Background: an optimization exercise with open tools, aiming at small area and a short achievable clock period. Do not read the settings as production practice.
RTL that was checked went through simulation tests only; none was proved equivalent to the original.
Only the layout flow was run in runs 1 and 4; the RTL was not checked for function there.

==> design.v <==
module matrix_multiplier (
    input clk,
    input reset,
    input start,
    input [7:0] in,
    output reg [15:0] o,
    output reg done
);
    reg [4:0] cnt;
    wire busy = cnt != 5'd0;
    wire [7:0] in_n = ~in;    
    reg [7:0] r0 [0:2];
    reg [7:0] r1 [0:2];
    reg [7:0] r2 [0:2];
    wire load_b0 = cnt >= 5'd10 && cnt <= 5'd12;
    wire load_b1 = cnt >= 5'd13 && cnt <= 5'd15;
    wire load_b2 = cnt >= 5'd16 && cnt <= 5'd18;
    always @(posedge clk) begin
        r0[0] <= load_b0 ? in_n : r0[2];
        r1[0] <= load_b1 ? in_n : r1[2];
        r2[0] <= load_b2 ? in_n : r2[2];
        r0[1] <= r0[0]; r0[2] <= r0[1];
        r1[1] <= r1[0]; r1[2] <= r1[1];
        r2[1] <= r2[0]; r2[2] <= r2[1];
    end
    reg [7:0] a0 [0:2];
    always @(posedge clk)
        if (cnt == 5'd1 || cnt == 5'd4 || cnt == 5'd7 || cnt == 5'd20 || cnt == 5'd23) begin
            a0[0] <= a0[1]; a0[1] <= a0[2]; a0[2] <= in_n;
        end
    reg [7:0] a1 [0:2];
    always @(posedge clk)
        if (cnt == 5'd2 || cnt == 5'd5 || cnt == 5'd8 || cnt == 5'd21 || cnt == 5'd24) begin
            a1[0] <= a1[1]; a1[1] <= a1[2]; a1[2] <= in_n;
        end
    reg [7:0] a2 [0:2];
    always @(posedge clk)
        if (cnt == 5'd3 || cnt == 5'd6 || cnt == 5'd9 || cnt == 5'd22 || cnt == 5'd25) begin
            a2[0] <= a2[1]; a2[1] <= a2[2]; a2[2] <= in_n;
        end
    wire [7:0] ha0 = a0[0];           
    wire [7:0] b0 = r0[1];            
    wire [7:0] ha1 = a1[0];           
    wire [7:0] b1 = r1[2];            
    wire [7:0] ha2 = a2[0];           
    wire [7:0] b2 = r2[0];            
    wire a1e_next = cnt == 5'd21 || cnt == 5'd24;
    wire ha1e = a1e_next ? a1[1][7] : a1[0][7];
    wire b1e = r1[1][0];
    wire s0_1 = ~(ha0[0] | b0[6]) ^ ~(ha0[1] | b0[5]);
    wire s0_2 = ~(ha0[0] | b0[6]) & ~(ha0[1] | b0[5]);
    wire s0_3, s0_4;
    fadd u_s0_3 (~(ha0[0] | b0[7]), ~(ha0[1] | b0[6]), ~(ha0[2] | b0[5]), s0_3, s0_4);
    wire s0_5, s0_6;
    fadd u_s0_5 (~(ha0[3] | b0[4]), ~(ha0[4] | b0[3]), ~(ha0[5] | b0[2]), s0_5, s0_6);
    wire s0_7, s0_8;
    fadd u_s0_7 (~(ha0[1] | b0[7]), ~(ha0[2] | b0[6]), ~(ha0[3] | b0[5]), s0_7, s0_8);
    wire s0_9 = ~(ha0[4] | b0[4]) ^ ~(ha0[5] | b0[3]);
    wire s0_10 = ~(ha0[4] | b0[4]) & ~(ha0[5] | b0[3]);
    wire s0_11, s0_12;
    fadd u_s0_11 (~(ha0[2] | b0[7]), ~(ha0[3] | b0[6]), ~(ha0[4] | b0[5]), s0_11, s0_12);
    wire s0_13 = ~(ha0[0] | b0[4]) ^ ~(ha0[1] | b0[3]);
    wire s0_14 = ~(ha0[0] | b0[4]) & ~(ha0[1] | b0[3]);
    wire s0_15, s0_16;
    fadd u_s0_15 (~(ha0[0] | b0[5]), ~(ha0[1] | b0[4]), ~(ha0[2] | b0[3]), s0_15, s0_16);
    wire s0_17 = ~(ha0[3] | b0[2]) ^ ~(ha0[4] | b0[1]);
    wire s0_18 = ~(ha0[3] | b0[2]) & ~(ha0[4] | b0[1]);
    wire s0_19, s0_20;
    fadd u_s0_19 (s0_1, ~(ha0[2] | b0[4]), ~(ha0[3] | b0[3]), s0_19, s0_20);
    wire s0_21, s0_22;
    fadd u_s0_21 (~(ha0[4] | b0[2]), ~(ha0[5] | b0[1]), ~(ha0[6] | b0[0]), s0_21, s0_22);
    wire s0_23, s0_24;
    fadd u_s0_23 (s0_2, s0_3, s0_5, s0_23, s0_24);
    wire s0_25, s0_26;
    fadd u_s0_25 (~(ha0[6] | b0[1]), ~(ha0[7] | b0[0]), ~(ha1e | b1e), s0_25, s0_26);
    wire s0_27, s0_28;
    fadd u_s0_27 (s0_4, s0_6, s0_7, s0_27, s0_28);
    wire s0_29, s0_30;
    fadd u_s0_29 (s0_9, ~(ha0[6] | b0[2]), ~(ha0[7] | b0[1]), s0_29, s0_30);
    wire s0_31, s0_32;
    fadd u_s0_31 (s0_8, s0_10, s0_11, s0_31, s0_32);
    wire s0_33, s0_34;
    fadd u_s0_33 (~(ha0[5] | b0[4]), ~(ha0[6] | b0[3]), ~(ha0[7] | b0[2]), s0_33, s0_34);
    wire s0_35, s0_36;
    fadd u_s0_35 (s0_12, ~(ha0[3] | b0[7]), ~(ha0[4] | b0[6]), s0_35, s0_36);
    wire s0_37, s0_38;
    fadd u_s0_37 (~(ha0[5] | b0[5]), ~(ha0[6] | b0[4]), ~(ha0[7] | b0[3]), s0_37, s0_38);
    wire s0_39, s0_40;
    fadd u_s0_39 (~(ha0[4] | b0[7]), ~(ha0[5] | b0[6]), ~(ha0[6] | b0[5]), s0_39, s0_40);
    wire s0_41 = ~(ha0[0] | b0[3]) ^ ~(ha0[1] | b0[2]);
    wire s0_42 = ~(ha0[0] | b0[3]) & ~(ha0[1] | b0[2]);
    wire s0_43, s0_44;
    fadd u_s0_43 (s0_13, ~(ha0[2] | b0[2]), ~(ha0[3] | b0[1]), s0_43, s0_44);
    wire s0_45, s0_46;
    fadd u_s0_45 (s0_14, s0_15, s0_17, s0_45, s0_46);
    wire s0_47, s0_48;
    fadd u_s0_47 (s0_16, s0_18, s0_19, s0_47, s0_48);
    wire s0_49, s0_50;
    fadd u_s0_49 (s0_20, s0_22, s0_23, s0_49, s0_50);
    wire s0_51, s0_52;
    fadd u_s0_51 (s0_24, s0_26, s0_27, s0_51, s0_52);
    wire s0_53, s0_54;
    fadd u_s0_53 (s0_28, s0_30, s0_31, s0_53, s0_54);
    wire s0_55, s0_56;
    fadd u_s0_55 (s0_32, s0_34, s0_35, s0_55, s0_56);
    wire s0_57, s0_58;
    fadd u_s0_57 (s0_36, s0_38, s0_39, s0_57, s0_58);
    wire s0_59, s0_60;
    fadd u_s0_59 (s0_40, ~(ha0[5] | b0[7]), ~(ha0[6] | b0[6]), s0_59, s0_60);
    wire s0_61 = ~(ha0[0] | b0[2]) ^ ~(ha0[1] | b0[1]);
    wire s0_62 = ~(ha0[0] | b0[2]) & ~(ha0[1] | b0[1]);
    wire s0_63, s0_64;
    fadd u_s0_63 (s0_41, ~(ha0[2] | b0[1]), ~(ha0[3] | b0[0]), s0_63, s0_64);
    wire s0_65, s0_66;
    fadd u_s0_65 (s0_42, s0_43, ~(ha0[4] | b0[0]), s0_65, s0_66);
    wire s0_67, s0_68;
    fadd u_s0_67 (s0_44, s0_45, ~(ha0[5] | b0[0]), s0_67, s0_68);
    wire s0_69, s0_70;
    fadd u_s0_69 (s0_46, s0_47, s0_21, s0_69, s0_70);
    wire s0_71, s0_72;
    fadd u_s0_71 (s0_48, s0_49, s0_25, s0_71, s0_72);
    wire s0_73, s0_74;
    fadd u_s0_73 (s0_50, s0_51, s0_29, s0_73, s0_74);
    wire s0_75, s0_76;
    fadd u_s0_75 (s0_52, s0_53, s0_33, s0_75, s0_76);
    wire s0_77, s0_78;
    fadd u_s0_77 (s0_54, s0_55, s0_37, s0_77, s0_78);
    wire s0_79, s0_80;
    fadd u_s0_79 (s0_56, s0_57, ~(ha0[7] | b0[4]), s0_79, s0_80);
    wire s0_81, s0_82;
    fadd u_s0_81 (s0_58, s0_59, ~(ha0[7] | b0[5]), s0_81, s0_82);
    wire s0_83, s0_84;
    fadd u_s0_83 (s0_60, ~(ha0[6] | b0[7]), ~(ha0[7] | b0[6]), s0_83, s0_84);
    reg q0_s0, q0_s1, q0_c1, q0_s2, q0_c2, q0_s3, q0_c3, q0_s4, q0_c4, q0_s5, q0_c5, q0_s6, q0_c6, q0_s7, q0_c7, q0_s8, q0_c8, q0_s9, q0_c9, q0_s10, q0_c10, q0_s11, q0_c11, q0_s12, q0_c12, q0_s13, q0_c13, q0_s14, q0_c14;
    always @(posedge clk) begin
        q0_s0 <= ~(ha0[0] | b0[0]);
        q0_s1 <= ~(ha0[0] | b0[1]);
        q0_c1 <= ~(ha0[1] | b0[0]);
        q0_s2 <= s0_61;
        q0_c2 <= ~(ha0[2] | b0[0]);
        q0_s3 <= s0_62;
        q0_c3 <= s0_63;
        q0_s4 <= s0_64;
        q0_c4 <= s0_65;
        q0_s5 <= s0_66;
        q0_c5 <= s0_67;
        q0_s6 <= s0_68;
        q0_c6 <= s0_69;
        q0_s7 <= s0_70;
        q0_c7 <= s0_71;
        q0_s8 <= s0_72;
        q0_c8 <= s0_73;
        q0_s9 <= s0_74;
        q0_c9 <= s0_75;
        q0_s10 <= s0_76;
        q0_c10 <= s0_77;
        q0_s11 <= s0_78;
        q0_c11 <= s0_79;
        q0_s12 <= s0_80;
        q0_c12 <= s0_81;
        q0_s13 <= s0_82;
        q0_c13 <= s0_83;
        q0_s14 <= s0_84;
        q0_c14 <= ~(ha0[7] | b0[7]);
    end
    wire s1_1 = q0_s4 ^ q0_c4;
    wire s1_2 = q0_s4 & q0_c4;
    wire s1_3, s1_4;
    fadd u_s1_3 (q0_s5, q0_c5, ~(ha1[0] | b1[5]), s1_3, s1_4);
    wire s1_5 = ~(ha1[1] | b1[4]) ^ ~(ha1[2] | b1[3]);
    wire s1_6 = ~(ha1[1] | b1[4]) & ~(ha1[2] | b1[3]);
    wire s1_7, s1_8;
    fadd u_s1_7 (q0_s6, q0_c6, ~(ha1[0] | b1[6]), s1_7, s1_8);
    wire s1_9, s1_10;
    fadd u_s1_9 (~(ha1[1] | b1[5]), ~(ha1[2] | b1[4]), ~(ha1[3] | b1[3]), s1_9, s1_10);
    wire s1_11 = ~(ha1[4] | b1[2]) ^ ~(ha1[5] | b1[1]);
    wire s1_12 = ~(ha1[4] | b1[2]) & ~(ha1[5] | b1[1]);
    wire s1_13, s1_14;
    fadd u_s1_13 (q0_s7, q0_c7, ~(ha1[0] | b1[7]), s1_13, s1_14);
    wire s1_15, s1_16;
    fadd u_s1_15 (~(ha1[1] | b1[6]), ~(ha1[2] | b1[5]), ~(ha1[3] | b1[4]), s1_15, s1_16);
    wire s1_17, s1_18;
    fadd u_s1_17 (~(ha1[4] | b1[3]), ~(ha1[5] | b1[2]), ~(ha1[6] | b1[1]), s1_17, s1_18);
    wire s1_19, s1_20;
    fadd u_s1_19 (q0_s8, q0_c8, ~(ha1[1] | b1[7]), s1_19, s1_20);
    wire s1_21, s1_22;
    fadd u_s1_21 (~(ha1[2] | b1[6]), ~(ha1[3] | b1[5]), ~(ha1[4] | b1[4]), s1_21, s1_22);
    wire s1_23, s1_24;
    fadd u_s1_23 (~(ha1[5] | b1[3]), ~(ha1[6] | b1[2]), ~(ha1[7] | b1[1]), s1_23, s1_24);
    wire s1_25, s1_26;
    fadd u_s1_25 (q0_s9, q0_c9, ~(ha1[2] | b1[7]), s1_25, s1_26);
    wire s1_27, s1_28;
    fadd u_s1_27 (~(ha1[3] | b1[6]), ~(ha1[4] | b1[5]), ~(ha1[5] | b1[4]), s1_27, s1_28);
    wire s1_29 = ~(ha1[6] | b1[3]) ^ ~(ha1[7] | b1[2]);
    wire s1_30 = ~(ha1[6] | b1[3]) & ~(ha1[7] | b1[2]);
    wire s1_31, s1_32;
    fadd u_s1_31 (q0_s10, q0_c10, ~(ha1[3] | b1[7]), s1_31, s1_32);
    wire s1_33, s1_34;
    fadd u_s1_33 (~(ha1[4] | b1[6]), ~(ha1[5] | b1[5]), ~(ha1[6] | b1[4]), s1_33, s1_34);
    wire s1_35, s1_36;
    fadd u_s1_35 (q0_s11, q0_c11, ~(ha1[4] | b1[7]), s1_35, s1_36);
    wire s1_37 = q0_s2 ^ q0_c2;
    wire s1_38 = q0_s2 & q0_c2;
    wire s1_39, s1_40;
    fadd u_s1_39 (q0_s3, q0_c3, ~(ha1[0] | b1[3]), s1_39, s1_40);
    wire s1_41 = ~(ha1[1] | b1[2]) ^ ~(ha1[2] | b1[1]);
    wire s1_42 = ~(ha1[1] | b1[2]) & ~(ha1[2] | b1[1]);
    wire s1_43, s1_44;
    fadd u_s1_43 (s1_1, ~(ha1[0] | b1[4]), ~(ha1[1] | b1[3]), s1_43, s1_44);
    wire s1_45, s1_46;
    fadd u_s1_45 (~(ha1[2] | b1[2]), ~(ha1[3] | b1[1]), ~(ha1[4] | b1[0]), s1_45, s1_46);
    wire s1_47, s1_48;
    fadd u_s1_47 (s1_2, s1_3, s1_5, s1_47, s1_48);
    wire s1_49, s1_50;
    fadd u_s1_49 (~(ha1[3] | b1[2]), ~(ha1[4] | b1[1]), ~(ha1[5] | b1[0]), s1_49, s1_50);
    wire s1_51, s1_52;
    fadd u_s1_51 (s1_4, s1_6, s1_7, s1_51, s1_52);
    wire s1_53, s1_54;
    fadd u_s1_53 (s1_9, s1_11, ~(ha1[6] | b1[0]), s1_53, s1_54);
    wire s1_55, s1_56;
    fadd u_s1_55 (s1_8, s1_10, s1_12, s1_55, s1_56);
    wire s1_57, s1_58;
    fadd u_s1_57 (s1_13, s1_15, s1_17, s1_57, s1_58);
    wire s1_59, s1_60;
    fadd u_s1_59 (s1_14, s1_16, s1_18, s1_59, s1_60);
    wire s1_61, s1_62;
    fadd u_s1_61 (s1_19, s1_21, s1_23, s1_61, s1_62);
    wire s1_63, s1_64;
    fadd u_s1_63 (s1_20, s1_22, s1_24, s1_63, s1_64);
    wire s1_65, s1_66;
    fadd u_s1_65 (s1_25, s1_27, s1_29, s1_65, s1_66);
    wire s1_67, s1_68;
    fadd u_s1_67 (s1_26, s1_28, s1_30, s1_67, s1_68);
    wire s1_69, s1_70;
    fadd u_s1_69 (s1_31, s1_33, ~(ha1[7] | b1[3]), s1_69, s1_70);
    wire s1_71, s1_72;
    fadd u_s1_71 (s1_32, s1_34, s1_35, s1_71, s1_72);
    wire s1_73, s1_74;
    fadd u_s1_73 (~(ha1[5] | b1[6]), ~(ha1[6] | b1[5]), ~(ha1[7] | b1[4]), s1_73, s1_74);
    wire s1_75, s1_76;
    fadd u_s1_75 (s1_36, q0_s12, q0_c12, s1_75, s1_76);
    wire s1_77, s1_78;
    fadd u_s1_77 (~(ha1[5] | b1[7]), ~(ha1[6] | b1[6]), ~(ha1[7] | b1[5]), s1_77, s1_78);
    wire s1_79, s1_80;
    fadd u_s1_79 (q0_s13, q0_c13, ~(ha1[6] | b1[7]), s1_79, s1_80);
    wire s1_81 = q0_s1 ^ q0_c1;
    wire s1_82 = q0_s1 & q0_c1;
    wire s1_83, s1_84;
    fadd u_s1_83 (s1_37, ~(ha1[0] | b1[2]), ~(ha1[1] | b1[1]), s1_83, s1_84);
    wire s1_85, s1_86;
    fadd u_s1_85 (s1_38, s1_39, s1_41, s1_85, s1_86);
    wire s1_87, s1_88;
    fadd u_s1_87 (s1_40, s1_42, s1_43, s1_87, s1_88);
    wire s1_89, s1_90;
    fadd u_s1_89 (s1_44, s1_46, s1_47, s1_89, s1_90);
    wire s1_91, s1_92;
    fadd u_s1_91 (s1_48, s1_50, s1_51, s1_91, s1_92);
    wire s1_93, s1_94;
    fadd u_s1_93 (s1_52, s1_54, s1_55, s1_93, s1_94);
    wire s1_95, s1_96;
    fadd u_s1_95 (s1_56, s1_58, s1_59, s1_95, s1_96);
    wire s1_97, s1_98;
    fadd u_s1_97 (s1_60, s1_62, s1_63, s1_97, s1_98);
    wire s1_99, s1_100;
    fadd u_s1_99 (s1_64, s1_66, s1_67, s1_99, s1_100);
    wire s1_101, s1_102;
    fadd u_s1_101 (s1_68, s1_70, s1_71, s1_101, s1_102);
    wire s1_103, s1_104;
    fadd u_s1_103 (s1_72, s1_74, s1_75, s1_103, s1_104);
    wire s1_105, s1_106;
    fadd u_s1_105 (s1_76, s1_78, s1_79, s1_105, s1_106);
    wire s1_107, s1_108;
    fadd u_s1_107 (s1_80, q0_s14, q0_c14, s1_107, s1_108);
    wire s1_109 = s1_81 ^ ~(ha1[0] | b1[1]);
    wire s1_110 = s1_81 & ~(ha1[0] | b1[1]);
    wire s1_111, s1_112;
    fadd u_s1_111 (s1_82, s1_83, ~(ha1[2] | b1[0]), s1_111, s1_112);
    wire s1_113, s1_114;
    fadd u_s1_113 (s1_84, s1_85, ~(ha1[3] | b1[0]), s1_113, s1_114);
    wire s1_115, s1_116;
    fadd u_s1_115 (s1_86, s1_87, s1_45, s1_115, s1_116);
    wire s1_117, s1_118;
    fadd u_s1_117 (s1_88, s1_89, s1_49, s1_117, s1_118);
    wire s1_119, s1_120;
    fadd u_s1_119 (s1_90, s1_91, s1_53, s1_119, s1_120);
    wire s1_121, s1_122;
    fadd u_s1_121 (s1_92, s1_93, s1_57, s1_121, s1_122);
    wire s1_123, s1_124;
    fadd u_s1_123 (s1_94, s1_95, s1_61, s1_123, s1_124);
    wire s1_125, s1_126;
    fadd u_s1_125 (s1_96, s1_97, s1_65, s1_125, s1_126);
    wire s1_127, s1_128;
    fadd u_s1_127 (s1_98, s1_99, s1_69, s1_127, s1_128);
    wire s1_129, s1_130;
    fadd u_s1_129 (s1_100, s1_101, s1_73, s1_129, s1_130);
    wire s1_131, s1_132;
    fadd u_s1_131 (s1_102, s1_103, s1_77, s1_131, s1_132);
    wire s1_133, s1_134;
    fadd u_s1_133 (s1_104, s1_105, ~(ha1[7] | b1[6]), s1_133, s1_134);
    wire s1_135, s1_136;
    fadd u_s1_135 (s1_106, s1_107, ~(ha1[7] | b1[7]), s1_135, s1_136);
    reg q1_s0, q1_c0, q1_s1, q1_c1, q1_s2, q1_c2, q1_s3, q1_c3, q1_s4, q1_c4, q1_s5, q1_c5, q1_s6, q1_c6, q1_s7, q1_c7, q1_s8, q1_c8, q1_s9, q1_c9, q1_s10, q1_c10, q1_s11, q1_c11, q1_s12, q1_c12, q1_s13, q1_c13, q1_s14, q1_c14, q1_s15, q1_c15;
    always @(posedge clk) begin
        q1_s0 <= q0_s0;
        q1_c0 <= ~(ha1[0] | b1[0]);
        q1_s1 <= s1_109;
        q1_c1 <= ~(ha1[1] | b1[0]);
        q1_s2 <= s1_110;
        q1_c2 <= s1_111;
        q1_s3 <= s1_112;
        q1_c3 <= s1_113;
        q1_s4 <= s1_114;
        q1_c4 <= s1_115;
        q1_s5 <= s1_116;
        q1_c5 <= s1_117;
        q1_s6 <= s1_118;
        q1_c6 <= s1_119;
        q1_s7 <= s1_120;
        q1_c7 <= s1_121;
        q1_s8 <= s1_122;
        q1_c8 <= s1_123;
        q1_s9 <= s1_124;
        q1_c9 <= s1_125;
        q1_s10 <= s1_126;
        q1_c10 <= s1_127;
        q1_s11 <= s1_128;
        q1_c11 <= s1_129;
        q1_s12 <= s1_130;
        q1_c12 <= s1_131;
        q1_s13 <= s1_132;
        q1_c13 <= s1_133;
        q1_s14 <= s1_134;
        q1_c14 <= s1_135;
        q1_s15 <= s1_136;
        q1_c15 <= s1_108;
    end
    wire s2_1 = q1_s4 ^ q1_c4;
    wire s2_2 = q1_s4 & q1_c4;
    wire s2_3, s2_4;
    fadd u_s2_3 (q1_s5, q1_c5, ~(ha2[0] | b2[5]), s2_3, s2_4);
    wire s2_5 = ~(ha2[1] | b2[4]) ^ ~(ha2[2] | b2[3]);
    wire s2_6 = ~(ha2[1] | b2[4]) & ~(ha2[2] | b2[3]);
    wire s2_7, s2_8;
    fadd u_s2_7 (q1_s6, q1_c6, ~(ha2[0] | b2[6]), s2_7, s2_8);
    wire s2_9, s2_10;
    fadd u_s2_9 (~(ha2[1] | b2[5]), ~(ha2[2] | b2[4]), ~(ha2[3] | b2[3]), s2_9, s2_10);
    wire s2_11 = ~(ha2[4] | b2[2]) ^ ~(ha2[5] | b2[1]);
    wire s2_12 = ~(ha2[4] | b2[2]) & ~(ha2[5] | b2[1]);
    wire s2_13, s2_14;
    fadd u_s2_13 (q1_s7, q1_c7, ~(ha2[0] | b2[7]), s2_13, s2_14);
    wire s2_15, s2_16;
    fadd u_s2_15 (~(ha2[1] | b2[6]), ~(ha2[2] | b2[5]), ~(ha2[3] | b2[4]), s2_15, s2_16);
    wire s2_17, s2_18;
    fadd u_s2_17 (~(ha2[4] | b2[3]), ~(ha2[5] | b2[2]), ~(ha2[6] | b2[1]), s2_17, s2_18);
    wire s2_19, s2_20;
    fadd u_s2_19 (q1_s8, q1_c8, ~(ha2[1] | b2[7]), s2_19, s2_20);
    wire s2_21, s2_22;
    fadd u_s2_21 (~(ha2[2] | b2[6]), ~(ha2[3] | b2[5]), ~(ha2[4] | b2[4]), s2_21, s2_22);
    wire s2_23, s2_24;
    fadd u_s2_23 (~(ha2[5] | b2[3]), ~(ha2[6] | b2[2]), ~(ha2[7] | b2[1]), s2_23, s2_24);
    wire s2_25, s2_26;
    fadd u_s2_25 (q1_s9, q1_c9, ~(ha2[2] | b2[7]), s2_25, s2_26);
    wire s2_27, s2_28;
    fadd u_s2_27 (~(ha2[3] | b2[6]), ~(ha2[4] | b2[5]), ~(ha2[5] | b2[4]), s2_27, s2_28);
    wire s2_29 = ~(ha2[6] | b2[3]) ^ ~(ha2[7] | b2[2]);
    wire s2_30 = ~(ha2[6] | b2[3]) & ~(ha2[7] | b2[2]);
    wire s2_31, s2_32;
    fadd u_s2_31 (q1_s10, q1_c10, ~(ha2[3] | b2[7]), s2_31, s2_32);
    wire s2_33, s2_34;
    fadd u_s2_33 (~(ha2[4] | b2[6]), ~(ha2[5] | b2[5]), ~(ha2[6] | b2[4]), s2_33, s2_34);
    wire s2_35, s2_36;
    fadd u_s2_35 (q1_s11, q1_c11, ~(ha2[4] | b2[7]), s2_35, s2_36);
    wire s2_37 = q1_s2 ^ q1_c2;
    wire s2_38 = q1_s2 & q1_c2;
    wire s2_39, s2_40;
    fadd u_s2_39 (q1_s3, q1_c3, ~(ha2[0] | b2[3]), s2_39, s2_40);
    wire s2_41 = ~(ha2[1] | b2[2]) ^ ~(ha2[2] | b2[1]);
    wire s2_42 = ~(ha2[1] | b2[2]) & ~(ha2[2] | b2[1]);
    wire s2_43, s2_44;
    fadd u_s2_43 (s2_1, ~(ha2[0] | b2[4]), ~(ha2[1] | b2[3]), s2_43, s2_44);
    wire s2_45, s2_46;
    fadd u_s2_45 (~(ha2[2] | b2[2]), ~(ha2[3] | b2[1]), ~(ha2[4] | b2[0]), s2_45, s2_46);
    wire s2_47, s2_48;
    fadd u_s2_47 (s2_2, s2_3, s2_5, s2_47, s2_48);
    wire s2_49, s2_50;
    fadd u_s2_49 (~(ha2[3] | b2[2]), ~(ha2[4] | b2[1]), ~(ha2[5] | b2[0]), s2_49, s2_50);
    wire s2_51, s2_52;
    fadd u_s2_51 (s2_4, s2_6, s2_7, s2_51, s2_52);
    wire s2_53, s2_54;
    fadd u_s2_53 (s2_9, s2_11, ~(ha2[6] | b2[0]), s2_53, s2_54);
    wire s2_55, s2_56;
    fadd u_s2_55 (s2_8, s2_10, s2_12, s2_55, s2_56);
    wire s2_57, s2_58;
    fadd u_s2_57 (s2_13, s2_15, s2_17, s2_57, s2_58);
    wire s2_59, s2_60;
    fadd u_s2_59 (s2_14, s2_16, s2_18, s2_59, s2_60);
    wire s2_61, s2_62;
    fadd u_s2_61 (s2_19, s2_21, s2_23, s2_61, s2_62);
    wire s2_63, s2_64;
    fadd u_s2_63 (s2_20, s2_22, s2_24, s2_63, s2_64);
    wire s2_65, s2_66;
    fadd u_s2_65 (s2_25, s2_27, s2_29, s2_65, s2_66);
    wire s2_67, s2_68;
    fadd u_s2_67 (s2_26, s2_28, s2_30, s2_67, s2_68);
    wire s2_69, s2_70;
    fadd u_s2_69 (s2_31, s2_33, ~(ha2[7] | b2[3]), s2_69, s2_70);
    wire s2_71, s2_72;
    fadd u_s2_71 (s2_32, s2_34, s2_35, s2_71, s2_72);
    wire s2_73, s2_74;
    fadd u_s2_73 (~(ha2[5] | b2[6]), ~(ha2[6] | b2[5]), ~(ha2[7] | b2[4]), s2_73, s2_74);
    wire s2_75, s2_76;
    fadd u_s2_75 (s2_36, q1_s12, q1_c12, s2_75, s2_76);
    wire s2_77, s2_78;
    fadd u_s2_77 (~(ha2[5] | b2[7]), ~(ha2[6] | b2[6]), ~(ha2[7] | b2[5]), s2_77, s2_78);
    wire s2_79, s2_80;
    fadd u_s2_79 (q1_s13, q1_c13, ~(ha2[6] | b2[7]), s2_79, s2_80);
    wire s2_81 = q1_s1 ^ q1_c1;
    wire s2_82 = q1_s1 & q1_c1;
    wire s2_83, s2_84;
    fadd u_s2_83 (s2_37, ~(ha2[0] | b2[2]), ~(ha2[1] | b2[1]), s2_83, s2_84);
    wire s2_85, s2_86;
    fadd u_s2_85 (s2_38, s2_39, s2_41, s2_85, s2_86);
    wire s2_87, s2_88;
    fadd u_s2_87 (s2_40, s2_42, s2_43, s2_87, s2_88);
    wire s2_89, s2_90;
    fadd u_s2_89 (s2_44, s2_46, s2_47, s2_89, s2_90);
    wire s2_91, s2_92;
    fadd u_s2_91 (s2_48, s2_50, s2_51, s2_91, s2_92);
    wire s2_93, s2_94;
    fadd u_s2_93 (s2_52, s2_54, s2_55, s2_93, s2_94);
    wire s2_95, s2_96;
    fadd u_s2_95 (s2_56, s2_58, s2_59, s2_95, s2_96);
    wire s2_97, s2_98;
    fadd u_s2_97 (s2_60, s2_62, s2_63, s2_97, s2_98);
    wire s2_99, s2_100;
    fadd u_s2_99 (s2_64, s2_66, s2_67, s2_99, s2_100);
    wire s2_101, s2_102;
    fadd u_s2_101 (s2_68, s2_70, s2_71, s2_101, s2_102);
    wire s2_103, s2_104;
    fadd u_s2_103 (s2_72, s2_74, s2_75, s2_103, s2_104);
    wire s2_105, s2_106;
    fadd u_s2_105 (s2_76, s2_78, s2_79, s2_105, s2_106);
    wire s2_107, s2_108;
    fadd u_s2_107 (s2_80, q1_s14, q1_c14, s2_107, s2_108);
    wire s2_109 = q1_s0 ^ q1_c0;
    wire s2_110 = q1_s0 & q1_c0;
    wire s2_111, s2_112;
    fadd u_s2_111 (s2_81, ~(ha2[0] | b2[1]), ~(ha2[1] | b2[0]), s2_111, s2_112);
    wire s2_113, s2_114;
    fadd u_s2_113 (s2_82, s2_83, ~(ha2[2] | b2[0]), s2_113, s2_114);
    wire s2_115, s2_116;
    fadd u_s2_115 (s2_84, s2_85, ~(ha2[3] | b2[0]), s2_115, s2_116);
    wire s2_117, s2_118;
    fadd u_s2_117 (s2_86, s2_87, s2_45, s2_117, s2_118);
    wire s2_119, s2_120;
    fadd u_s2_119 (s2_88, s2_89, s2_49, s2_119, s2_120);
    wire s2_121, s2_122;
    fadd u_s2_121 (s2_90, s2_91, s2_53, s2_121, s2_122);
    wire s2_123, s2_124;
    fadd u_s2_123 (s2_92, s2_93, s2_57, s2_123, s2_124);
    wire s2_125, s2_126;
    fadd u_s2_125 (s2_94, s2_95, s2_61, s2_125, s2_126);
    wire s2_127, s2_128;
    fadd u_s2_127 (s2_96, s2_97, s2_65, s2_127, s2_128);
    wire s2_129, s2_130;
    fadd u_s2_129 (s2_98, s2_99, s2_69, s2_129, s2_130);
    wire s2_131, s2_132;
    fadd u_s2_131 (s2_100, s2_101, s2_73, s2_131, s2_132);
    wire s2_133, s2_134;
    fadd u_s2_133 (s2_102, s2_103, s2_77, s2_133, s2_134);
    wire s2_135, s2_136;
    fadd u_s2_135 (s2_104, s2_105, ~(ha2[7] | b2[6]), s2_135, s2_136);
    wire s2_137, s2_138;
    fadd u_s2_137 (s2_106, s2_107, ~(ha2[7] | b2[7]), s2_137, s2_138);
    wire s2_139, s2_140;
    fadd u_s2_139 (s2_108, q1_s15, q1_c15, s2_139, s2_140);
    reg q2_s0, q2_c0, q2_s1, q2_c1, q2_s2, q2_c2, q2_s3, q2_c3, q2_s4, q2_c4, q2_s5, q2_c5, q2_s6, q2_c6, q2_s7, q2_c7, q2_s8, q2_c8, q2_s9, q2_c9, q2_s10, q2_c10, q2_s11, q2_c11, q2_s12, q2_c12, q2_s13, q2_c13, q2_s14, q2_c14, q2_s15, q2_c15, q2_x7;
    always @(posedge clk) begin
        q2_s0 <= s2_109;
        q2_c0 <= ~(ha2[0] | b2[0]);
        q2_s1 <= s2_110;
        q2_c1 <= s2_111;
        q2_s2 <= s2_112;
        q2_c2 <= s2_113;
        q2_s3 <= s2_114;
        q2_c3 <= s2_115;
        q2_s4 <= s2_116;
        q2_c4 <= s2_117;
        q2_s5 <= s2_118;
        q2_c5 <= s2_119;
        q2_s6 <= s2_120;
        q2_c6 <= s2_121;
        q2_s7 <= s2_122;
        q2_c7 <= s2_123;
        q2_s8 <= s2_124;
        q2_c8 <= s2_125;
        q2_s9 <= s2_126;
        q2_c9 <= s2_127;
        q2_s10 <= s2_128;
        q2_c10 <= s2_129;
        q2_s11 <= s2_130;
        q2_c11 <= s2_131;
        q2_s12 <= s2_132;
        q2_c12 <= s2_133;
        q2_s13 <= s2_134;
        q2_c13 <= s2_135;
        q2_s14 <= s2_136;
        q2_c14 <= s2_137;
        q2_s15 <= s2_138;
        q2_c15 <= s2_139;
        q2_x7 <= ~(ha2[7] | b2[0]);
    end
    wire [15:0] sum_s = {q2_s15, q2_s14, q2_s13, q2_s12, q2_s11, q2_s10, q2_s9, q2_s8, q2_s7, q2_s6, q2_s5, q2_s4, q2_s3, q2_s2, q2_s1, q2_s0};
    wire [15:0] sum_c = {q2_c15, q2_c14, q2_c13, q2_c12, q2_c11, q2_c10, q2_c9, q2_c8, q2_c7, q2_c6, q2_c5, q2_c4, q2_c3, q2_c2, q2_c1, q2_c0};
    wire [15:0] sum = sum_s + sum_c + {8'd0, q2_x7, 7'd0};
    wire valid = cnt >= 5'd21 && cnt <= 5'd29;
    always @(posedge clk or posedge reset) begin
        if (reset) begin
            cnt  <= 5'd0;
            o    <= 16'd0;
            done <= 1'b0;
        end else begin
            o    <= valid ? sum : 16'd0;
            done <= cnt == 5'd29 || cnt == 5'd30;
            if (cnt == 5'd30)
                cnt <= 5'd0;
            else if (busy || start)
                cnt <= cnt + 5'd1;
        end
    end
endmodule
module fadd (input a, input b, input c, output s, output co);
    assign s  = a ^ b ^ c;
    assign co = (a & b) | (a & c) | (b & c);
endmodule
==> flow/run.sh <==
#!/bin/bash
# The standard layout flow with one change in how the layout is made (the
# clock period and the constraints stay the design's): the ports are buffered
# with buf_2 cells. The make output goes to standard.log; each ORFS step keeps
# its own log under orfs/logs.
set -euo pipefail
bash standard.sh SETUP_SLACK_MARGIN=5 \
    "BUFFER_PORTS_ARGS=-buffer_cell sky130_fd_sc_hd__buf_2" finish > standard.log 2>&1
==> standard.sh <==
#!/bin/bash
# synth_recipe.tcl (not shown) runs the flow's synth.tcl, then flattens the netlist and writes it again
# the make line also repeats each setting of config.mk as NAME=value (left out here)
make -C /OpenROAD-flow-scripts/flow DESIGN_CONFIG=/design/flow/config.mk WORK_HOME=/design/flow/orfs CLKGATE_MAP_FILE= SYNTH_SCRIPT=/design/flow/synth_recipe.tcl "${@:-finish}"
==> config.mk <==
export PLATFORM = sky130hd
export DESIGN_NAME = matrix_multiplier
export DESIGN_NICKNAME = matrix_multiplier
export VERILOG_FILES = /design/flow/design.v
export SDC_FILE = /design/flow/constraint.sdc
export NUM_CORES = 4
export LEC_CHECK = 0
export CAP_MARGIN = 20
export CORE_MARGIN = 2
export CORE_UTILIZATION = 40
export CTS_BUF_LIST = sky130_fd_sc_hd__clkbuf_8
export CTS_CLUSTER_DIAMETER = 60
export CTS_CLUSTER_SIZE = 20
export SLEW_MARGIN = 20
export SYNTH_HIERARCHICAL = 1
export SYNTH_MINIMUM_KEEP_SIZE = 0
==> constraint.sdc <==
create_clock -name core_clock -period 8.0 [get_ports {clk}]
set_input_delay 1.6000 -clock core_clock [delete_from_list [all_inputs] [get_ports {clk}]]
set_output_delay 1.6000 -clock core_clock [all_outputs]
set_load 0.01 [all_outputs]
==> results_dict.tcl, run 1 <==
set metrics [dict create \
    via_per_inst 4.71 \
    ant_nets 0 \
    dieHeight_um 177 \
    drc_errors 0 \
    nets 1144 \
    grt_pass1_wl_mm 35.2 \
    grt_max_degree 25 \
    cp-end-kind "flip-flop" \
    final_cell_mix "nor2_1 (205), dfxtp_1 (166), fa_1 (159)" \
    wl_met2_mm 9.44 \
    clkSinkCount 260 \
    cts_made_buffers 21 \
    gp_congestion 0.838 \
    synth-seq-area-share 0.504 \
    synth.distinct_cells 49 \
    grt-ovfl-total 0 \
    syn-num-nets 1150 \
    cp-start-kind "flip-flop" \
    setup_ws_ns 5.17 \
    layout-drive-gt1-share 0.0880 \
    critical_path_arrival_ns 3.26 \
    syn_area_um2 12000 \
    grt_setup_unrepaired "false" \
    grt_pass1_vias 6727 \
    drt-initial-drc-count 377 \
    fmax_ghz 0.353 \
    n_fill_cell 2718 \
    cts_tree "done" \
    grt_use_total 0.141 \
    cts_buffer_depth 3 \
    wl_per_cell_um 15.6 \
    min_period_ns 2.83 \
    fp-row-count 63 \
    met1_length_mm 10.0 \
    pre_cts_ws_ns 4.84 \
    wl_met3_um 811 \
    dr.pass1.iters 6 \
    die_w_um 177 \
    status "finished clean" \
    io_buffers 27 \
    final_common_cell "nor2_1" \
    clk_latency_ns 0.54 \
    clockRootBuffer "clkbuf_8" \
    hold_viol 0 \
    design.die.area_um2 31300 \
    maxCapViolCount 0 \
    crit_required_ns 8.43 \
    slew_viol_final 0 \
    worst_pin_slew_ns 0.915 \
    floorplan.initialDensity 0.405 \
    h-tree-depth 1 \
    seqCellArea_um2 6040 \
    dp_hpwl_mm 15.7 \
    syn_inst 924 \
    synth_top_flop_cell "dfxtp_1" \
    antenna_found_initial 0 \
    finalSetupViolCount 0 \
    path_clk_slew_ns 0.11 \
    synth_seq_cells 260 \
    synthArstFlopShare 0.0846 \
    vias 6228 \
    slew_headroom 0.389 \
    fin_worst_skew_ns 0.0177 \
    syn_area_per_cell_um2 13.0 \
    worstSetupPathType "reg -> reg" \
    design.core.area_um2 29600 \
    hold_class "reg -> reg" \
    final.period_utilization 0.354 \
    synth_edf_count 72 \
    area_growth_pct 8.02 \
    drt-total-wl_mm 20.7 \
    cp_max_fo 8 \
    synth_warnings 13 \
    ios 28 \
    fin_setup_tns_ns 0 \
    routed.top_layer "met4" \
    multi_input_comb_area_um2 5670 \
]
-- Yosys stat by module, one instance, submodules excluded --
module | times used | cells
fadd | 158 | 1
matrix_multiplier | 1 | 766
-- registers in the layout, indices dropped and copies added, names as in the netlist, 5 cells and up --
register / flops
a0: 24
a1: 24
a2: 24
r0: 24
r1: 24
r2: 24
o: 16
cnt: 5
-- kinds of logic (layout without fill, tap and decap cells) --
logic type	after synthesis	after routing	synth area share
and+or+nand+nor	274	274	0.0935
DFF	260	260	0.504
adders and majority gates	215	215	0.325
AOI/OAI and AO/OA	82	82	0.0433
buffers and inverters	82	90	0.0259
xor gates and xnor gates	9	9	0.00658
muxes	2	2	0.00167
other	0	1	0
-- synth_stat cells, types with 2 or more instances --
library cell / count / area [um2]
a211oi_1: 5 / 37.5
a21boi_0: 3 / 22.5
a21o_1: 2 / 15.0
a21oi_1: 17 / 85.1
a221oi_1: 2 / 17.5
and2_1: 5 / 31.3
buf_2: 2 / 10.0
clkbuf_1: 58 / 218
dfrtp_1: 22 / 551
dfxtp_1: 166 / 3320
edfxtp_1: 72 / 2160
fa_1: 160 / 3200
ha_1: 55 / 688
inv_1: 21 / 78.8
mux2i_1: 2 / 20.0
nand2_1: 35 / 131
nand2b_1: 3 / 18.8
nand3_1: 6 / 30.0
nand4_1: 2 / 12.5
nor2_1: 205 / 769
nor3_1: 6 / 30.0
nor3b_2: 2 / 25.0
o211ai_1: 2 / 15.0
o21a_1: 2 / 15.0
o21ai_0: 35 / 175
o21bai_1: 2 / 15.0
o31a_1: 2 / 17.5
or3_1: 2 / 12.5
xnor2_1: 4 / 35.0
xor2_1: 5 / 43.8
-- final cells by class --
| class | instances | area share |
|---|---|---|
| multi-input cells | 582 | 0.438 |
| inverters | 21 | 0.00609 |
| clock inverters | 16 | 0.0148 |
| well taps | 390 | 0.0377 |
| diodes | 1 | 0.000193 |
| clock buffers | 21 | 0.0223 |
| repair buffers | 32 | 0.0134 |
| flip-flops and latches | 260 | 0.467 |
-- per-layer routing --
metal / track usage / vias to the layer above
met3: 0.0202 / 27
met2: 0.229 / 104
met5: 0 / -
li1: - / 2973
met4: 0.0348 / 0
met1: 0.201 / 3124
-- critical path: stages (launching register included) --
cell      delay (ns)
dfrtp_2         0.43
inv_1           0.09
ha_2            0.25
nand3b_1        0.14
o21ai_2         0.11
a21boi_1        0.11
a311oi_2        0.42
fa_2            0.29
fa_1            0.44
fa_1            0.45
-- metrics by stage --
step / utilization / instance area, um2 / hold slack (ns) / std cells
2_1_floorplan: - / 12000 / 0.310 / 924
3_3_place_gp: 0.420 / 12400 / 0.310 / 1283
3_5_place_dp: 0.420 / 12400 / 0.312 / 1283
4_1_cts: 0.437 / 12900 / 0.336 / 1321
5_1_grt: 0.437 / 12900 / 0.345 / 1322
6_report: 0.438 / 12900 / 0.334 / 1323
-- path summary, 6_finish.rpt --
kind / start / end / slack (ns) / cells after the start
worst max-delay path: cnt[1] / q0_c8 / 5.17 / 9
worst min-delay path: r1[1][6] / r1[2][6] / 0.33 / 0
worst max register to register: cnt[1] / q0_c8 / 5.17 / 9
worst min register to register: r1[1][6] / r1[2][6] / 0.33 / 0
max in group asynchronous: reset / cnt[0] / 6.17 / 2
min in group asynchronous: reset / done / 1.23 / 2
-- repair_timing --
action / 4_1_cts / 5_1_grt
setup endpoints to repair: 3 / 4
hold buffers: 0 / 0
pin swaps: 1 / 2
endpoints found under the hold margin: 0 / 0
setup buffers: 1 / 1
gates resized for setup: 3 / 7
==> inputs of run 2 (changes only) <==
--- a/design.v
+++ b/design.v
@@ -44,7 +44,8 @@
     wire [7:0] b1 = r1[2];            
     wire [7:0] ha2 = a2[0];           
     wire [7:0] b2 = r2[0];            
-    wire a1e_next = cnt == 5'd21 || cnt == 5'd24;
+    reg a1e_next;
+    always @(posedge clk) a1e_next <= cnt == 5'd20 || cnt == 5'd23;
     wire ha1e = a1e_next ? a1[1][7] : a1[0][7];
     wire b1e = r1[1][0];
     wire s0_1 = ~(ha0[0] | b0[6]) ^ ~(ha0[1] | b0[5]);
==> run 2 against run 1 <==
Compared with the run above:
- still clean on timing, DRC and antenna
- fmax grew 1.2%
- clock skew grew 0.0028 ns
- global-route usage grew 0.54 points
- die area grew 0.35%
- setup slack gained 0.035 ns
- via count grew 1.3%
- largest cell class unchanged
==> results_dict.tcl, run 2 <==
set metrics [dict create \
    status "finished clean" \
    critical_path_arrival_ns 3.22 \
    synth.distinct_cells 53 \
    synthArstFlopShare 0.0843 \
    nets 1144 \
    fp-row-count 63 \
    grt_pass1_vias 6844 \
    syn_area_um2 12000 \
    grt_pass1_wl_mm 36.3 \
    gp_congestion 0.845 \
    reg2reg_to "q1_c7" \
    yosysTopAreaCellShare 0.278 \
    fin_setup_tns_ns 0 \
    cts-resized-gates 0 \
    layout-drive-gt1-share 0.0793 \
    hold_class "reg -> reg" \
    syn_area_per_cell_um2 13.0 \
    min_period_ns 2.80 \
    final_cell_mix "nor2_1 (208), dfxtp_1 (167), fa_1 (160)" \
    synth.area.top_cells "dfxtp_1 (28%), fa_1 (27%), edfxtp_1 (18%)" \
    vias 6309 \
    cts_tree "done" \
    clk_latency_ns 0.55 \
    synth_seq_cells 261 \
    yosysTopAreaCell "dfxtp_1" \
    fmax_ghz 0.357 \
    grt_use_met2 0.240 \
    drt-initial-drc-count 335 \
    slew_viol_final 0 \
    syn-num-nets 1150 \
    area_growth_pct 8.01 \
    wl_per_cell_um 16.5 \
    clkSinkCount 261 \
    layout.cells.non_filler 1323 \
    io_buffers 27 \
    die_w_um 177 \
    synth_warnings 13 \
    synth_most_common_cell "nor2_1" \
    cp_max_fo 8 \
    cts_buffer_depth 3 \
    grt_use_total 0.147 \
    final_common_cell "nor2_1" \
    final.period_utilization 0.350 \
    slew_headroom 0.437 \
    grt_setup_unrepaired "false" \
    worst_pin_slew_ns 0.843 \
    cts_made_buffers 21 \
    maxCapViolCount 0 \
    dieHeight_um 177 \
    worstSetupPathType "reg -> reg" \
    via_per_inst 4.77 \
    cp-end-kind "flip-flop" \
    grt-ovfl-total 0 \
    dr.pass1.iters 4 \
    ios 28 \
    grt-busiest-layer "met2" \
    drc_errors 0 \
    critPathLaunch "a1[0][2]" \
    dp_hpwl_mm 16.7 \
    use_met1 0.205 \
    placed_area_um2 12500 \
    design.die.area_um2 31400 \
    r2r-start "a1[0][2]" \
    cts_setup_buffers 0 \
    r2r_slack_ns 5.20 \
    antenna_found_initial 0 \
    synth-seq-area-share 0.504 \
    worstRegToRegCells 5 \
    synth_edf_count 72 \
    crit_end "q1_c7" \
    synth_top_flop_cell "dfxtp_1" \
    hold_buffers 0 \
    h-tree-depth 1 \
    finalInstanceArea_um2 13000 \
    syn_inst 924 \
    ys_top_cells_by_count "nor2_1 (208), dfxtp_1 (167), fa_1 (160)" \
    cp-start-kind "flip-flop" \
    final_core_utilization 0.438 \
    n_fill_cell 2765 \
    drt-total-wl_mm 21.8 \
    fin_worst_skew_ns 0.0205 \
    crit_required_ns 8.42 \
    path_clk_slew_ns 0.11 \
    grt_max_degree 25 \
    placed_cells 1285 \
    antennaDiodeCount 0 \
    hold_viol 0 \
    floorplan.initialDensity 0.405 \
    ant_nets 0 \
    clockRootBuffer "clkbuf_8" \
    finalSetupViolCount 0 \
    design.core.area_um2 29600 \
    met3_usage 0.0212 \
]
==> run 2: cell types whose count changed in the layout (fill, tap and decap cells not counted), moves of 3 or more <==
cell      change
a21o_1        +4
a21oi_1       -7
a31oi_1       +4
and3_1        +4
clkinv_4      -3
dfrtp_1       +4
dfrtp_2       -4
inv_6         -3
nor2_1        +3
nor3_1        -3
o21ai_0      -28
o21ai_1      +30
==> run 2: through the flow <==
step,hold WS [ns],setup slack [ns]
5_1_grt,0.338,5.08
3_3_place_gp,0.310,5.24
2_1_floorplan,0.310,5.25
6_report,0.332,5.20
4_1_cts,0.336,5.18
3_5_place_dp,0.312,5.21
==> run 2: worst min-delay path by stage <==
stage	slack [ns]	end	depth (start not counted)	from
after CTS	0.34	r0[1][0]	0	r0[0][0]
after detailed placement	0.31	r2[2][0]	0	r2[1][0]
after floorplan	0.31	q1_s0	0	q0_s0
final	0.33	r1[2][5]	0	r1[1][5]
after global routing	0.34	r2[2][1]	0	r2[1][1]
after global placement	0.31	r1[1][3]	0	r1[0][3]
==> run 2: routing by layer <==
metal	vias up	share of wire
li1	2990	-
met1	3168	0.47
met4	0	0.024
met2	114	0.46
met5	-	0
met3	37	0.040
==> run 2: critical path, cell delays in order, from the launching register on <==
cell and delay, ns:
edfxtp_1 0.57, nor2_1 0.20, fa_1 0.48, fa_1 0.46, fa_1 0.54, fa_1 0.41
==> run 2: cells by family (layout without fill, tap and decap cells) <==
family | after synthesis | count (layout) | synth area share
adders and majority gates | 215 | 215 | 0.324
AOI/OAI and AO/OA | 83 | 83 | 0.0460
muxes | 1 | 1 | 0.000833
DFF | 261 | 261 | 0.504
buffers and inverters | 78 | 87 | 0.0247
and+or+nand+nor | 277 | 277 | 0.0941
xor gates and xnor gates | 9 | 9 | 0.00656
==> run 2: cell type report <==
| class | count | area (um2) | share of cell area |
|---|---|---|---|
| clock buffers | 22 | 303 | 0.0233 |
| clock inverters | 16 | 225 | 0.0174 |
| inverters | 19 | 71.3 | 0.00550 |
| multi-input cells | 585 | 5680 | 0.437 |
| flip-flops and latches | 261 | 6060 | 0.467 |
| well taps | 390 | 488 | 0.0376 |
| repair buffers | 30 | 158 | 0.0121 |
==> run 2: per-module statistics from Yosys, one instance, submodules excluded <==
module | flip-flops and latches | cells inside | copies in the design | area, um2
matrix_multiplier | 261 | 766 | 1 | 8850
fadd | 0 | 1 | 158 | 20.0
==> inputs of run 3 (changes only) <==
==> run.sh (new file) <==
#!/bin/bash
# synth_recipe.tcl (not shown) runs the flow's synth.tcl, then flattens the netlist and writes it again
# the make line also repeats each setting of config.mk as NAME=value (left out here)
make -C /OpenROAD-flow-scripts/flow DESIGN_CONFIG=/design/flow/config.mk WORK_HOME=/design/flow/orfs CLKGATE_MAP_FILE= SYNTH_SCRIPT=/design/flow/synth_recipe.tcl finish
--- a/config.mk
+++ b/config.mk
@@ -11,6 +11,7 @@
 export CTS_BUF_LIST = sky130_fd_sc_hd__clkbuf_8
 export CTS_CLUSTER_DIAMETER = 60
 export CTS_CLUSTER_SIZE = 20
+export SETUP_SLACK_MARGIN = 5
 export SLEW_MARGIN = 20
 export SYNTH_HIERARCHICAL = 1
 export SYNTH_MINIMUM_KEEP_SIZE = 0
removed: flow/run.sh
removed: standard.sh
==> run 3 against run 2 <==
Compared with the run above:
- sequential share of layout area shrank 0.40 points
- global-route usage fell by 0.32 points
- clock-buffer cell count is the same
- sequential cell count unchanged
- routed wire length decreased by 2.8%
- final cell count is 0.15% higher
- critical endpoint is now done
- largest cell class unchanged
- highest routed layer unchanged
==> results_dict.tcl, run 3 <==
set metrics [dict create \
    drt-initial-drc-count 301 \
    synth_edf_count 72 \
    r2r-start "r1[2][5]" \
    hold_depth 0 \
    clockRootBuffer "clkbuf_8" \
    fin_worst_skew_ns 0.0249 \
    synth_top_family_by_area "adder cells" \
    area_growth_pct 8.93 \
    hold_class "reg -> reg" \
    synth-compound-area-share 0.0460 \
    fmax_ghz 0.356 \
    nets 1145 \
    final_cell_mix "nor2_1 (208), dfxtp_1 (167), fa_1 (160)" \
    syn_inst 924 \
    placed_cells 1285 \
    final_common_cell "nor2_1" \
    antenna_found_initial 0 \
    layout-drive-gt1-share 0.0513 \
    synth-seq-area-share 0.504 \
    gp_congestion 0.831 \
    critPathLaunch "done" \
    worst_pin_slew_ns 0.836 \
    grt_use_total 0.144 \
    synthArstFlopShare 0.0843 \
    grt_max_degree 25 \
    cts_tree "done" \
    clk_latency_ns 0.57 \
    die_w_um 177 \
    vias 6415 \
    syn_area_per_cell_um2 13.0 \
    design.die.area_um2 31400 \
    worstRegToRegCells 5 \
    cp_max_fo 1 \
    ys_top_cells_by_count "nor2_1 (208), dfxtp_1 (167), fa_1 (160)" \
    crit_slowest_cell "dfrtp_1" \
    synth-simple-area-share 0.0941 \
    critPathTopFamily "flip-flops" \
    drc_errors 0 \
    syn-num-nets 1150 \
    min_period_ns 2.81 \
    finalSetupViolCount 0 \
    status "finished clean" \
    hold_buffers 0 \
    design.core.area_um2 29600 \
    slew_headroom 0.442 \
    synth.area.top_cells "dfxtp_1 (28%), fa_1 (27%), edfxtp_1 (18%)" \
    wl_per_cell_um 16.0 \
    synth.distinct_cells 53 \
    grt_pass1_wl_mm 36.0 \
    synth_top_flop_cell "dfxtp_1" \
    yosysTopAreaCellShare 0.278 \
    worstHoldEndpoint "r1[1][4]" \
    io_buffers 27 \
    antennaDiodeCount 0 \
    slew_viol_final 0 \
    yosysTopAreaCell "dfxtp_1" \
    cts_made_buffers 22 \
    floorplan.initialDensity 0.405 \
    reg2reg_to "q1_c7" \
    maxCapViolCount 0 \
    cp-start-kind "flip-flop" \
    hold_viol 0 \
    path_clk_slew_ns 0.12 \
    synth-adder-area-share 0.324 \
    hold_start "r1[0][4]" \
    n_fill_cell 2747 \
    path_buf_inv 1 \
    synth_seq_cells 261 \
    h-tree-depth 1 \
    via_per_inst 4.84 \
    worstSetupPathType "reg -> out" \
    grt_pass1_vias 6966 \
    synth_xor_area_frac 0.00656 \
    fin_setup_tns_ns 0 \
    layout.cells.non_filler 1325 \
    cts_buffer_depth 3 \
    synthMuxAreaShare 0.000833 \
    critical_path_arrival_ns 1.21 \
    synth_most_common_cell "nor2_1" \
    final.period_utilization 0.351 \
    clkSinkCount 261 \
    drt-total-wl_mm 21.2 \
    grt-ovfl-total 0 \
    ios 28 \
    dieHeight_um 177 \
    slowest_delay_ns 0.37 \
    synth_warnings 13 \
    cp-end-kind "primary output" \
    grt_setup_unrepaired "false" \
    crit_chain "dlygate4sd2_1" \
    crit_required_ns 6.40 \
    dp_hpwl_mm 16.2 \
    syn_area_um2 12000 \
    fp-row-count 63 \
    dr.pass1.iters 4 \
    r2r_slack_ns 5.20 \
    ant_nets 0 \
]
run 3: cell counts after synthesis:
Identical to the previous run, type by type.
run 3: final cells by class:
class                      count  area [um2]  area share
sequential                   261        6060       0.463
multi-input combinational    585        5680       0.434
tap                          390         488      0.0373
clock buffer                  22         303      0.0231
timing repair buffer          30         272      0.0207
clock inverter                18         223      0.0170
inverter                      19        71.3     0.00545
run 3: worst max-delay path by stage:
| stage | endpoint | cells past startpoint |
|---|---|---|
| 2_1_floorplan | a0[0][0] | 6 |
| 3_3_place_gp | cnt[0] | 4 |
| 3_5_place_dp | cnt[0] | 4 |
| 4_1_cts | done | 1 |
| 5_1_grt | q0_c9 | 5 |
| 6_report | done | 1 |
run 3: per-module statistics from Yosys, one instance, submodules excluded:
module | cell area [um2] | flip-flops and latches | times used
matrix_multiplier | 8850 | 261 | 1
fadd | 20.0 | 0 | 158
run 3: timing repair:
action                                  in CTS  in global routing
resized for setup                           17                  0
setup buffers                                0                  0
endpoints found under the setup margin      17                  0
run 3: stage by stage:
step / util / setup WS [ns] / hold WS, ns / cell area, um2
6_report: 0.442 / 5.19 / 0.332 / 13100
5_1_grt: 0.442 / 5.08 / 0.333 / 13100
4_1_cts: 0.442 / 5.15 / 0.337 / 13100
3_5_place_dp: 0.425 / 5.14 / 0.312 / 12600
3_3_place_gp: 0.425 / 5.15 / 0.310 / 12600
2_1_floorplan: - / 5.25 / 0.310 / 12000
run 3: cells by family after synthesis:
kind of cell             after synthesis
AND/OR/NAND/NOR                      277
AO/OA/AOI/OAI                         83
multiplexers                           1
XOR/XNOR                               9
flip-flops                           261
buffers and inverters                 78
adder cells (fa/ha/maj)              215
run 3: layer usage:
metal	global-route usage	wire length (um)	up-vias
met5	0	0	-
met4	0.0434	471	0
met3	0.0225	691	41
met2	0.235	9940	121
met1	0.198	10100	3254
li1	-	-	2999
==> inputs of run 4 (changes only) <==
--- a/design.v
+++ b/design.v
@@ -44,8 +44,7 @@
     wire [7:0] b1 = r1[2];            
     wire [7:0] ha2 = a2[0];           
     wire [7:0] b2 = r2[0];            
-    reg a1e_next;
-    always @(posedge clk) a1e_next <= cnt == 5'd20 || cnt == 5'd23;
+    wire a1e_next = cnt == 5'd21 || cnt == 5'd24;
     wire ha1e = a1e_next ? a1[1][7] : a1[0][7];
     wire b1e = r1[1][0];
     wire s0_1 = ~(ha0[0] | b0[6]) ^ ~(ha0[1] | b0[5]);
==> run 4 against run 3 <==
Compared with the run above:
- sequential cell count decreased by 1
- clock-buffer cell count increased by 1
- sequential share of layout area is 0.16 points lower
- hold slack better by 0.0035 ns
- final cell count barely moved
- non-clock buffer count up 1
- register-to-register slack worse by 0.03 ns
- area after synthesis down 0.35%
- critical path depth grew 8
- synthesized cell count stayed put
==> results_dict.tcl, run 4 <==
set metrics [dict create \
    area_growth_pct 9.40 \
    critical_path_arrival_ns 3.27 \
    slowest_delay_ns 0.50 \
    synth_top_flop_cell "dfxtp_1" \
    h-tree-depth 1 \
    min_period_ns 2.83 \
    grt_setup_unrepaired "false" \
    hold_viol 0 \
    pre_cts_ws_ns 4.79 \
    hold_buffers 0 \
    cp-end-kind "flip-flop" \
    synth_edf_count 72 \
    wl_per_cell_um 15.7 \
    crit_slowest_cell "dfrtp_2" \
    fin_setup_tns_ns 0 \
    slew_headroom 0.414 \
    maxCapViolCount 0 \
    synthArstFlopShare 0.0846 \
    syn_inst 924 \
    antennaDiodeCount 0 \
    final.period_utilization 0.354 \
    yosysTopAreaCell "dfxtp_1" \
    layout-drive-gt1-share 0.0621 \
    synth-seq-area-share 0.504 \
    syn_area_per_cell_um2 13.0 \
    cts_tree "done" \
    cts_buffer_depth 3 \
    design.die.area_um2 31300 \
    wl_met2_mm 9.57 \
    synth.area.top_cells "dfxtp_1 (28%), fa_1 (27%), edfxtp_1 (18%)" \
    finalSetupViolCount 0 \
    setup_ws_ns 5.17 \
    ios 28 \
    cp-start-kind "flip-flop" \
    fp-row-count 63 \
    grt-ovfl-total 0 \
    io_buffers 27 \
    path_clk_slew_ns 0.10 \
    final_common_cell "nor2_1" \
    synth.distinct_cells 49 \
    met1_length_mm 10.0 \
    drt-total-wl_mm 20.7 \
    antenna_found_initial 0 \
    crit_chain "inv_1, ha_2, nand3b_1, o21ai_2, a21boi_1, a311oi_2, fa_1, fa_1, fa_1" \
    path_buf_inv 1 \
    syn-num-nets 1150 \
    die_w_um 177 \
    dp_hpwl_mm 15.9 \
    cts_setup_buffers 0 \
    wl_met3_um 720 \
    clkSinkCount 260 \
    worstSetupPathType "reg -> reg" \
    nets 1144 \
    synth_most_common_cell "nor2_1" \
    ant_nets 0 \
    via_per_inst 4.72 \
    vias 6250 \
    ys_top_cells_by_count "nor2_1 (205), dfxtp_1 (166), fa_1 (160)" \
    r2r_slack_ns 5.17 \
    crit_required_ns 8.44 \
    finalInstanceArea_um2 13100 \
    n_fill_cell 2690 \
    clk_latency_ns 0.55 \
    placed_area_um2 12600 \
    hold_class "reg -> reg" \
    fmax_ghz 0.353 \
    fin_worst_skew_ns 0.0214 \
    final_cell_mix "nor2_1 (205), dfxtp_1 (166), fa_1 (160)" \
    cts_made_buffers 22 \
    grt_use_total 0.141 \
    floorplan.initialDensity 0.405 \
    syn_area_um2 12000 \
    gp_congestion 0.834 \
    grt_max_degree 25 \
    drc_errors 0 \
    yosysTopAreaCellShare 0.278 \
    cp_max_fo 12 \
    crit_top_cell "fa_1" \
    design.core.area_um2 29600 \
    routed.top_layer "met4" \
    dr.pass1.iters 4 \
    status "finished clean" \
    critPathTopFamily "adder cells" \
    grt_pass1_vias 6819 \
    dieHeight_um 177 \
    slew_viol_final 0 \
    synth_warnings 13 \
    worst_pin_slew_ns 0.876 \
    drt-initial-drc-count 256 \
    clockRootBuffer "clkbuf_8" \
    grt_pass1_wl_mm 34.9 \
    synth_seq_cells 260 \
]
## run 4: changes by cell type after synthesis, moves of 3 or more
| cell | change |
|---|---|
| a21o_1 | -4 |
| a31oi_1 | -4 |
| nor3_1 | +3 |
| nor2_1 | -3 |
| and3_1 | -4 |
| o21ai_1 | -30 |
| o21ai_0 | +29 |
| a21oi_1 | +7 |
## run 4: per-stage QoR
step | hold WS (ns) | instances | utilization
detailed placement | 0.312 | 1283 | 0.425
global placement | 0.310 | 1283 | 0.425
finish | 0.335 | 1324 | 0.443
floorplan | 0.310 | 924 | -
global route | 0.342 | 1324 | 0.443
CTS | 0.338 | 1323 | 0.442
## run 4: worst register-to-register path, cell delays in order (launching register included)
cell and delay, ns:
dfrtp_2 0.50, inv_1 0.12, ha_2 0.27, nand3b_1 0.16, o21ai_2 0.11, a21boi_1 0.10
a311oi_2 0.31, fa_1 0.26, fa_1 0.44, fa_1 0.46
## run 4: cell type report
type,instances,area [um2],area share
multi-input cells,582,5670,0.433
repair buffers,31,299,0.0228
inverters,21,78.8,0.00602
well taps,390,488,0.0372
flip-flops and latches,260,6040,0.461
clock inverters,17,210,0.0160
clock buffers,23,317,0.0242
## run 4: cell families after synthesis
group,synth area share
compound gates,0.0433
mux,0.00167
fa+ha+maj,0.325
buf+inv,0.0259
xor+xnor,0.00658
simple gates,0.0935
flops,0.504
## run 4: Yosys stat by module, one instance, submodules excluded
module / cells / cell area [um2] / times used / flip-flops and latches
matrix_multiplier: 766 / 8810 / 1 / 260
fadd: 1 / 20.0 / 158 / 0
## run 4: layer usage
metal,vias to the layer above,GRT usage
met4,0,0.0393
met3,34,0.0210
li1,2975,-
met5,-,0
met2,101,0.234
met1,3140,0.194
## run 4: final timing paths
kind,start,endpoint,cells past startpoint
worst min-delay path,r0[0][7],r0[1][7],0
min in group asynchronous,reset,done,2
worst min register to register,r0[0][7],r0[1][7],0
max in group asynchronous,reset,o[9],3
worst max register to register,cnt[1],q0_c8,9
worst max-delay path,cnt[1],q0_c8,9
## run 4: timing repair
item	CTS	global route
setup endpoints to repair	21	5
hold endpoints to repair	0	0
resized for setup	20	5
pin swaps	0	1

[re-timing with driven ports]
No port has a modelled driver above. Below, the same layouts with a new extraction and two added sets of constraints.
Step 1 assumes that a clkbuf_16 drives the clock port and a buf_2 every other input.
Step 2 also shifts input and output timing later by t, the mid clock arrival at the registers, as if the neighbouring blocks saw the same clock.
a / b / c = no drivers / after step 1 / after step 2; a / b = the first two.
run | shift t [ns] | setup WS [ns] | worst hold slack (ns) | cell pins on the clock port's net
run 1 | 0.573 | 5.167 / 5.167 / 5.167 | 0.334 / 0.334 / 0.334 | 1
run 2 | 0.581 | 5.201 / 5.201 / 5.201 | 0.332 / 0.332 / 0.332 | 1
run 3 | 0.598 | 5.191 / 5.147 / 5.153 | 0.332 / 0.332 / 0.332 | 1
run 4 | 0.583 | 5.165 / 5.165 / 5.165 | 0.335 / 0.335 / 0.335 | 1
After both steps setup and hold are still met in every run listed. For run 3, which loses most, drivers alone change the setup slack by -0.044 ns; drivers and shift together by -0.038 ns.
